From an optimization exercise on the open Yosys and OpenROAD flow, aimed at small area, a short achievable clock period and few clock cycles; shortcuts taken in it are not production practice.
The RTL was checked by simulation tests, not by an equivalence proof against the original design.

Design FPU_FSM, start of the top module:
module FPU_FSM (
  input wire clk,
  input wire reset,
  input wire start,
  input wire       sign_bit_a,
  input wire [7:0] int_part_a,
  input wire [7:0] frac_part_a,
  input wire       sign_bit_b,
  input wire [7:0] int_part_b,
  input wire [7:0] frac_part_b,
  input wire [1:0] S,  
  output wire [31:0] result,
  output wire       sign_bit_result,
  output wire [7:0] int_part_result,
  output wire [7:0] frac_part_result,
  output reg done
);
  localparam K = 3;                    
  localparam KM = 2 * K;               
  localparam NMC = (17 + KM - 1) / KM;  
  localparam MW = NMC * KM;            
  localparam ML = 23 - MW;             
  wire [15:0] A = {int_part_a, frac_part_a};
  wire [15:0] B = {int_part_b, frac_part_b};
  wire nzA = |A;
  wire nzB = |B;
  wire sac = sign_bit_a & nzA;
  wire sbc = sign_bit_b & nzB;
  wire eff_sub = sac ^ sbc ^ S[0];
  wire [16:0] s_ab = {1'b0, A} + {1'b0, B};
  wire [16:0] d_ab = {1'b0, A} - {1'b0, B};
  wire [15:0] d_ba = B - A;
  wire a_lt_b = d_ab[16];
  wire [16:0] M = !eff_sub ? s_ab : (a_lt_b ? {1'b0, d_ba} : d_ab);
  wire add_sign = (eff_sub & a_lt_b) ? (sbc ^ S[0]) : sac;
  wire [16:0] nin = M;
  ...
==> flow/config.mk <==
export PLATFORM = sky130hd
export DESIGN_NAME = FPU_FSM
export DESIGN_NICKNAME = FPU_FSM
export VERILOG_FILES = /design/flow/design.v
export SDC_FILE = /design/flow/constraint.sdc
export NUM_CORES = 4
export LEC_CHECK = 0
export ABC_AREA = 1
export CAP_MARGIN = 20
export CORE_MARGIN = 2
export CORE_UTILIZATION = 50
export PLACE_DENSITY = 0.65
export SLEW_MARGIN = 20
==> flow/constraint.sdc <==
create_clock -name core_clock -period 22.0 [get_ports {clk}]
set_input_delay 4.4000 -clock core_clock [delete_from_list [all_inputs] [get_ports {clk}]]
set_output_delay 4.4000 -clock core_clock [all_outputs]
set_load 0.01 [all_outputs]
standard.sh (not shown) runs the stock make flow with config.mk's settings and CLKGATE_MAP_FILE= SYNTH_SCRIPT=/design/flow/synth_recipe.tcl, a recipe that flattens the netlist after the stock synthesis.
==> flow/flow/run.sh <==
#!/bin/bash
set -euo pipefail
cd "$(dirname "$0")/.."
bash standard.sh SETUP_SLACK_MARGIN=12.5 "BUFFER_PORTS_ARGS=-buffer_cell sky130_fd_sc_hd__buf_2" finish > standard_flow.log 2>&1
Testbench counts at the start, summed over its fixed seeds: cycles 35,965.
Then changed:
==> flow/flow/run.sh (replaced) <==
#!/bin/bash
set -euo pipefail
cd "$(dirname "$0")/.."
bash standard.sh SETUP_SLACK_MARGIN=13 "BUFFER_PORTS_ARGS=-buffer_cell sky130_fd_sc_hd__buf_2" finish > standard_flow.log 2>&1
The new run completed without violations.
Non-clock buffer count went up by 40.
Maximum frequency rose by about 4%.
Synthesized area stays the same.
Final cell count rises by 1.3%.
Then changed:
Settings changed: TNS_END_PERCENT set to 10.
Area after synthesis is unchanged.
Final area stays flat.
Then changed:
==> flow/flow/run.sh (replaced) <==
#!/bin/bash
set -euo pipefail
cd "$(dirname "$0")/.."
bash standard.sh SETUP_SLACK_MARGIN=14 "BUFFER_PORTS_ARGS=-buffer_cell sky130_fd_sc_hd__buf_2" finish > standard_flow.log 2>&1
=>
- utilization went up by 6.2 points
- clock skew stays flat
- via count went up by 3.7%
- fmax went up by 2.2%
- setup slack gets better by 0.18 ns
- area after synthesis stays the same
- design area went up by 11%
- worst hold slack gets better by 0.013 ns

The RTL this note starts from:
==> flow/design.v <==
module FPU_FSM (
  input wire clk,
  input wire reset,
  input wire start,
  input wire       sign_bit_a,
  input wire [7:0] int_part_a,
  input wire [7:0] frac_part_a,
  input wire       sign_bit_b,
  input wire [7:0] int_part_b,
  input wire [7:0] frac_part_b,
  input wire [1:0] S,  
  output wire [31:0] result,
  output wire       sign_bit_result,
  output wire [7:0] int_part_result,
  output wire [7:0] frac_part_result,
  output reg done
);
  localparam K = 3;                    
  localparam KM = 2 * K;               
  localparam NMC = (17 + KM - 1) / KM;  
  localparam MW = NMC * KM;            
  localparam ML = 23 - MW;             
  wire [15:0] A = {int_part_a, frac_part_a};
  wire [15:0] B = {int_part_b, frac_part_b};
  wire nzA = |A;
  wire nzB = |B;
  wire sac = sign_bit_a & nzA;
  wire sbc = sign_bit_b & nzB;
  wire eff_sub = sac ^ sbc ^ S[0];
  wire [16:0] s_ab = {1'b0, A} + {1'b0, B};
  wire [16:0] d_ab = {1'b0, A} - {1'b0, B};
  wire [15:0] d_ba = B - A;
  wire a_lt_b = d_ab[16];
  wire [16:0] M = !eff_sub ? s_ab : (a_lt_b ? {1'b0, d_ba} : d_ab);
  wire add_sign = (eff_sub & a_lt_b) ? (sbc ^ S[0]) : sac;
  wire [16:0] nin = M;
  reg [16:0] nt;
  reg [4:0] nz;
  always @(*) begin
    nt = nin;
    nz[4] = (nt[16:1] == 16'd0); if (nz[4]) nt = {nt[0], 16'd0};
    nz[3] = (nt[16:9] == 8'd0);  if (nz[3]) nt = {nt[8:0], 8'd0};
    nz[2] = (nt[16:13] == 4'd0); if (nz[2]) nt = {nt[12:0], 4'd0};
    nz[1] = (nt[16:15] == 2'd0); if (nz[1]) nt = {nt[14:0], 2'd0};
    nz[0] = ~nt[16];             if (nz[0]) nt = {nt[15:0], 1'b0};
  end
  reg [15:0] at;
  reg [3:0] az;
  always @(*) begin
    at = A;
    az[3] = (at[15:8] == 8'd0);  if (az[3]) at = {at[7:0], 8'd0};
    az[2] = (at[15:12] == 4'd0); if (az[2]) at = {at[11:0], 4'd0};
    az[1] = (at[15:14] == 2'd0); if (az[1]) at = {at[13:0], 2'd0};
    az[0] = ~at[15];             if (az[0]) at = {at[14:0], 1'b0};
  end
  reg [15:0] bt;
  reg [3:0] bz;
  always @(*) begin
    bt = B;
    bz[3] = (bt[15:8] == 8'd0);  if (bz[3]) bt = {bt[7:0], 8'd0};
    bz[2] = (bt[15:12] == 4'd0); if (bz[2]) bt = {bt[11:0], 4'd0};
    bz[1] = (bt[15:14] == 2'd0); if (bz[1]) bt = {bt[13:0], 2'd0};
    bz[0] = ~bt[15];             if (bz[0]) bt = {bt[14:0], 1'b0};
  end
  wire [15:0] An = nzA ? at : 16'h8000;
  wire [15:0] Bn = nzB ? bt : 16'h8000;
  wire [7:0] ea = nzA ? (8'd134 - {4'd0, az}) : 8'd0;
  wire [7:0] eb = nzB ? (8'd134 - {4'd0, bz}) : 8'd0;
  reg [7:0] add_e;
  always @(*) begin
    case (nz)
      5'd0: add_e = 8'd135;  5'd1: add_e = 8'd134;  5'd2: add_e = 8'd133;
      5'd3: add_e = 8'd132;  5'd4: add_e = 8'd131;  5'd5: add_e = 8'd130;
      5'd6: add_e = 8'd129;  5'd7: add_e = 8'd128;  5'd8: add_e = 8'd127;
      5'd9: add_e = 8'd126;  5'd10: add_e = 8'd125; 5'd11: add_e = 8'd124;
      5'd12: add_e = 8'd123; 5'd13: add_e = 8'd122; 5'd14: add_e = 8'd121;
      5'd15: add_e = 8'd120; default: add_e = 8'd119;
    endcase
  end
  wire mzero = eff_sub ? (A == B) : ~(nzA | nzB);
  wire [31:0] add_res = mzero ? {add_sign, 31'd0}
                      : {add_sign, add_e, nt[15:0], 7'd0};
  wire [4:0] blen = 5'd16 - {1'b0, az};
  reg [2:0] mcyc;
  integer c;
  always @(*) begin
    mcyc = NMC;
    for (c = NMC - 1; c >= 1; c = c - 1)
      if (blen + 5'd1 <= c * KM) mcyc = c;
  end
  wire [MW-1:0] mq0 = {An, {(MW-16){1'b0}}} >> (MW + 1 - KM * mcyc);
  wire q0 = (An >= Bn);
  wire [7:0] ex = ea + (eb ^ {8{S[0]}}) + {7'd0, ~S[0]};
  wire [7:0] ex1 = ex - 8'd1;
  reg [31:0] res;
  reg b_mul, b_div, pk;
  reg dm;              
  reg pcr;             
  reg [2:0] cnt;
  reg [16:0] X;        
  reg [15:0] V;        
  reg bp;              
  reg [5:0] bud;       
  wire idle = ~(b_mul | b_div);
  wire [MW-1:0] MQ = res[22:ML];    
  wire [16:0] xs [0:K];
  wire [K-1:0] q;      
  wire [KM-1:0] mo;    
  assign xs[0] = X;
  genvar g;
  generate
    for (g = 0; g < K; g = g + 1) begin : stg
      wire blo = (g == 0) ? bp : MQ[2*g-1];
      wire b0 = MQ[2*g];
      wire b1 = MQ[2*g+1];
      wire one = b0 ^ blo;
      wire two = (b1 & ~b0 & ~blo) | (~b1 & b0 & blo);
      wire [17:0] mag = one ? {2'b0, V} : two ? {1'b0, V, 1'b0} : 18'd0;
      wire inv = dm | b1;
      wire [17:0] mg = dm ? {2'b0, V} : mag;
      wire [18:0] op1 = dm ? {2'b0, xs[g]} : {{2{xs[g][16]}}, xs[g]};
      wire [18:0] op2 = {19{inv}} ^ {1'b0, mg};
      wire [18:0] sum = op1 + op2 + {18'd0, inv};
      wire qq = ~sum[18];
      wire [15:0] y = qq ? sum[15:0] : xs[g][15:0];
      assign xs[g+1] = dm ? {y, 1'b0} : sum[18:2];
      assign q[g] = qq;
      assign mo[2*g+1:2*g] = sum[1:0];
    end
  endgenerate
  wire [2*K:0] ge;
  genvar n;
  generate
    for (n = 0; n <= 2 * K; n = n + 1) begin : gen_ge
      assign ge[n] = ~bud[5] && (bud[4:0] >= n);
    end
  endgenerate
  reg [K-1:0] qv;
  reg [3:0] pc;        
  integer t;
  always @(*) begin
    pc = 4'd0;
    for (t = 0; t < K - 1; t = t + 1) begin
      qv[t] = q[t] & ge[t + pc];
      pc = pc + {3'd0, q[t]};
    end
    qv[K-1] = q[K-1] & ge[K - 1 + pc];
  end
  wire div_end = q[K-1] ? ~ge[K + 1 + pc] : ~ge[K + pc];
  wire [5:0] bud_t = bud - K[5:0] - {2'd0, pc};
  wire [5:0] bud_t1 = bud - K[5:0] - 6'd1 - {2'd0, pc};
  wire [5:0] bud_next = q[K-1] ? bud_t1 : bud_t;
  wire [MW-1:0] MQn = {mo, MQ[MW-1:KM]};
  wire [16+MW-1:0] P = {X[15:0], MQ};
  localparam PT = 16 + MW - 1;
  wire [16+MW-1:0] Pl = {xs[K][15:0], MQn};
  wire pcl = Pl[PT-1];
  wire [16+MW-1:0] Pn = pcl ? {Pl[PT-1:0], 1'b0} : {Pl[PT-2:0], 2'b0};
  wire [22:0] pm = P[PT-1:PT-23];
  wire pg = P[PT-24];
  wire pr = P[PT-25];
  wire ps = |P[PT-26:0];
  wire rnd = pg & (pr | ps | pm[0]);
  wire ones = &pm;
  wire ovf = rnd & ones;
  wire [22:0] pm_r = !rnd ? pm : (ones ? 23'h400000 : pm + 23'd1);
  wire [7:0] pke = res[30:23] + {7'd0, pcr};    
  wire [7:0] pe = pke + {7'd0, ovf};
  always @(posedge clk or posedge reset) begin
    if (reset) begin
      b_mul <= 1'b0;
      pk <= 1'b0;
      b_div <= 1'b0;
      done <= 1'b0;
    end else begin
      done <= 1'b0;
      if (idle) begin
        if (start) begin
          pk <= 1'b0;
          if (!S[1] || (!S[0] && !(nzA && nzB))) done <= 1'b1;
          else if (!S[0]) b_mul <= 1'b1;
          else b_div <= 1'b1;
        end
      end
      if (b_mul && cnt == NMC - 1) begin
        b_mul <= 1'b0;
        pk <= 1'b1;
        done <= 1'b1;
      end
      if (b_div && div_end) begin
        b_div <= 1'b0;
        done <= 1'b1;
      end
    end
  end
  reg [31:0] rn;
  integer j;
  always @(*) begin
    rn = res;
    if (idle && start) begin
      if (!S[0]) begin
        rn = {sac ^ sbc, 31'd0};
        if (nzA && nzB) begin
          rn[30:23] = ex ^ 8'h80;
          rn[22:ML] = mq0;
        end
      end else begin
        rn = {sac ^ sbc, (q0 ? ex : ex1) ^ 8'h80, 23'd0};
      end
    end
    if (b_mul) begin
      if (cnt == NMC - 1) rn[22:ML] = Pn[MW-1:0];
      else rn[22:ML] = MQn;
    end
    if (b_div) begin
      for (j = 0; j < 23; j = j + 1)
        if (cnt == (23 - j) / K) rn[j] = qv[(23 - j) % K];
    end
  end
  always @(posedge clk) begin
    cnt <= cnt + 3'd1;
    if (!idle) begin
      X <= (b_mul && cnt == NMC - 1) ? {1'b0, Pn[16+MW-1:MW]} : xs[K];
      bud <= bud_next;
    end
    if (idle && start) begin
      dm <= S[0];
      V <= Bn;
      bp <= 1'b0;
      bud <= q0 ? 6'd23 : 6'd22;
      if (S[0]) begin
        X <= q0 ? {1'b0, An} : {An, 1'b0};
        cnt <= 3'd0;
      end else begin
        X <= 17'd0;
        cnt <= NMC - mcyc;
      end
    end
    res <= (idle && start && !S[1]) ? add_res : rn;
    if (b_mul) begin
      pcr <= pcl;
      bp <= MQ[KM-1];
    end
  end
  assign result = pk ? {res[31], pe, pm_r} : res;
  wire [7:0] rs = pk ? pke : res[30:23];
  wire wov = pk & ovf;
  wire [25:0] W = {wov, 1'b1, wov ? 23'd0 : result[22:0], 1'b0};
  wire [7:0] u = 8'd143 - rs;
  wire [25:0] Ws = W >> u[4:0];
  wire inr = (rs >= 8'd118) && (rs <= 8'd143);
  assign {int_part_result, frac_part_result} = inr ? Ws[15:0] : 16'd0;
  assign sign_bit_result = result[31];
endmodule
==> flow/config.mk <==
export PLATFORM = sky130hd
export DESIGN_NAME = FPU_FSM
export DESIGN_NICKNAME = FPU_FSM
export VERILOG_FILES = /design/flow/design.v
export SDC_FILE = /design/flow/constraint.sdc
export NUM_CORES = 4
export LEC_CHECK = 0
export ABC_AREA = 1
export CAP_MARGIN = 20
export CORE_MARGIN = 2
export CORE_UTILIZATION = 45
export PLACE_DENSITY = 0.6
export SLEW_MARGIN = 20
==> flow/constraint.sdc <==
create_clock -name core_clock -period 22.0 [get_ports {clk}]
set_input_delay 4.4000 -clock core_clock [delete_from_list [all_inputs] [get_ports {clk}]]
set_output_delay 4.4000 -clock core_clock [all_outputs]
set_load 0.01 [all_outputs]
==> flow/flow/run.sh <==
#!/bin/bash
set -euo pipefail
cd "$(dirname "$0")/.."
bash standard.sh SETUP_SLACK_MARGIN=13 "BUFFER_PORTS_ARGS=-buffer_cell sky130_fd_sc_hd__buf_2" finish > standard_flow.log 2>&1
The baseline finished clean.
Testbench counts at the start, summed over its fixed seeds: cycles 35,965.
==> next run, changes <==
--- a/flow/config.mk
+++ b/flow/config.mk
@@ -11,2 +11,2 @@
-export CORE_UTILIZATION = 45
-export PLACE_DENSITY = 0.6
+export CORE_UTILIZATION = 50
+export PLACE_DENSITY = 0.72
Setup slack loses 0.26 ns.
Via count went up by 4.2%.
Die area went down by 9.8%.
==> next run, changes <==
==> flow/run.sh (new file) <==
#!/bin/bash
# synth_recipe.tcl (not shown) runs the flow's synth.tcl, then flattens the netlist and writes it again
# the make line also repeats each setting of config.mk as NAME=value (left out here)
make -C /OpenROAD-flow-scripts/flow DESIGN_CONFIG=/design/flow/config.mk WORK_HOME=/design/flow/orfs CLKGATE_MAP_FILE= SYNTH_SCRIPT=/design/flow/synth_recipe.tcl finish
--- a/flow/config.mk
+++ b/flow/config.mk
@@ -12 +12 @@
-export PLACE_DENSITY = 0.72
+export PLACE_DENSITY = 0.65
removed: flow/flow/run.sh
removed: flow/standard.sh
Result: Clock skew rises by 0.0061 ns; worst setup slack got worse by 2.1 ns; sequential share of layout area rose by 0.84 points; routed wire length fell by 9.5%; cell area went down by 7.9%; die area is unchanged; fmax falls by 19%; register-to-register slack got worse by 2.0 ns; clock-buffer cell count rises by 2.
==> next run, changes <==
==> flow/flow/run.sh (new file) <==
#!/bin/bash
set -euo pipefail
cd "$(dirname "$0")/.."
bash standard.sh SETUP_SLACK_MARGIN=13 "BUFFER_PORTS_ARGS=-buffer_cell sky130_fd_sc_hd__buf_2" finish > standard_flow.log 2>&1
==> flow/standard.sh (new file) <==
#!/bin/bash
# synth_recipe.tcl (not shown) runs the flow's synth.tcl, then flattens the netlist and writes it again
# the make line also repeats each setting of config.mk as NAME=value (left out here)
make -C /OpenROAD-flow-scripts/flow DESIGN_CONFIG=/design/flow/config.mk WORK_HOME=/design/flow/orfs CLKGATE_MAP_FILE= SYNTH_SCRIPT=/design/flow/synth_recipe.tcl "${@:-finish}"
removed: flow/run.sh
Result: Cell count went up by 2.3%; maximum frequency went up by 26%; via count went up by 4.1%; synthesized area stays the same; non-clock buffer count went up by 71.

==> separate check: timing with driven ports <==
The results above use ideal ports. As a check the final layouts listed here were re-extracted and re-timed, cells and wires unchanged.
Step 1 (the two cells are an assumption about what drives the block):
set clk [get_ports {clk}]
set_driving_cell -lib_cell sky130_fd_sc_hd__clkbuf_16 $clk
set_driving_cell -lib_cell sky130_fd_sc_hd__buf_2 [delete_from_list [all_inputs] $clk]
Step 2, shift: input delay + t, output delay - t, t = (earliest + latest rising clock arrival at the registers) / 2. This alone moves slack from input paths to output paths.
Slacks: no drivers / after step 1 / after step 2; pairs: no drivers / after step 1.
| run | t, ns | setup WS [ns] | clock arrival spread, ns | worst data-port slew with drivers (ns) |
|---|---|---|---|---|
| the first run of note 1 | 0.401 | 12.919 / 12.946 / 12.545 | 0.018 / 0.017 | 0.04 |
| the second run of note 1 | 0.401 | 13.289 / 13.246 / 12.911 | 0.011 / 0.011 | 0.04 |
| the third run of note 1 | 0.399 | 13.280 / 13.262 / 12.909 | 0.010 / 0.010 | 0.04 |
| the fourth run of note 1 | 0.415 | 13.464 / 13.448 / 13.044 | 0.013 / 0.013 | 0.06 |
| the first run of note 2 | 0.403 | 13.248 / 13.275 / 12.871 | 0.017 / 0.017 | 0.04 |
| the second run of note 2 | 0.398 | 12.988 / 12.989 / 12.591 | 0.011 / 0.012 | 0.10 |
| the third run of note 2 | 0.399 | 10.919 / 10.942 / 10.543 | 0.017 / 0.017 | 0.04 |
| the fourth run of note 2 | 0.394 | 13.173 / 13.200 / 12.806 | 0.018 / 0.018 | 0.04 |
After both steps every run listed still meets setup and hold. For the fourth run of note 1, which loses most, drivers alone change the setup slack by -0.016 ns; drivers and shift together by -0.420 ns.
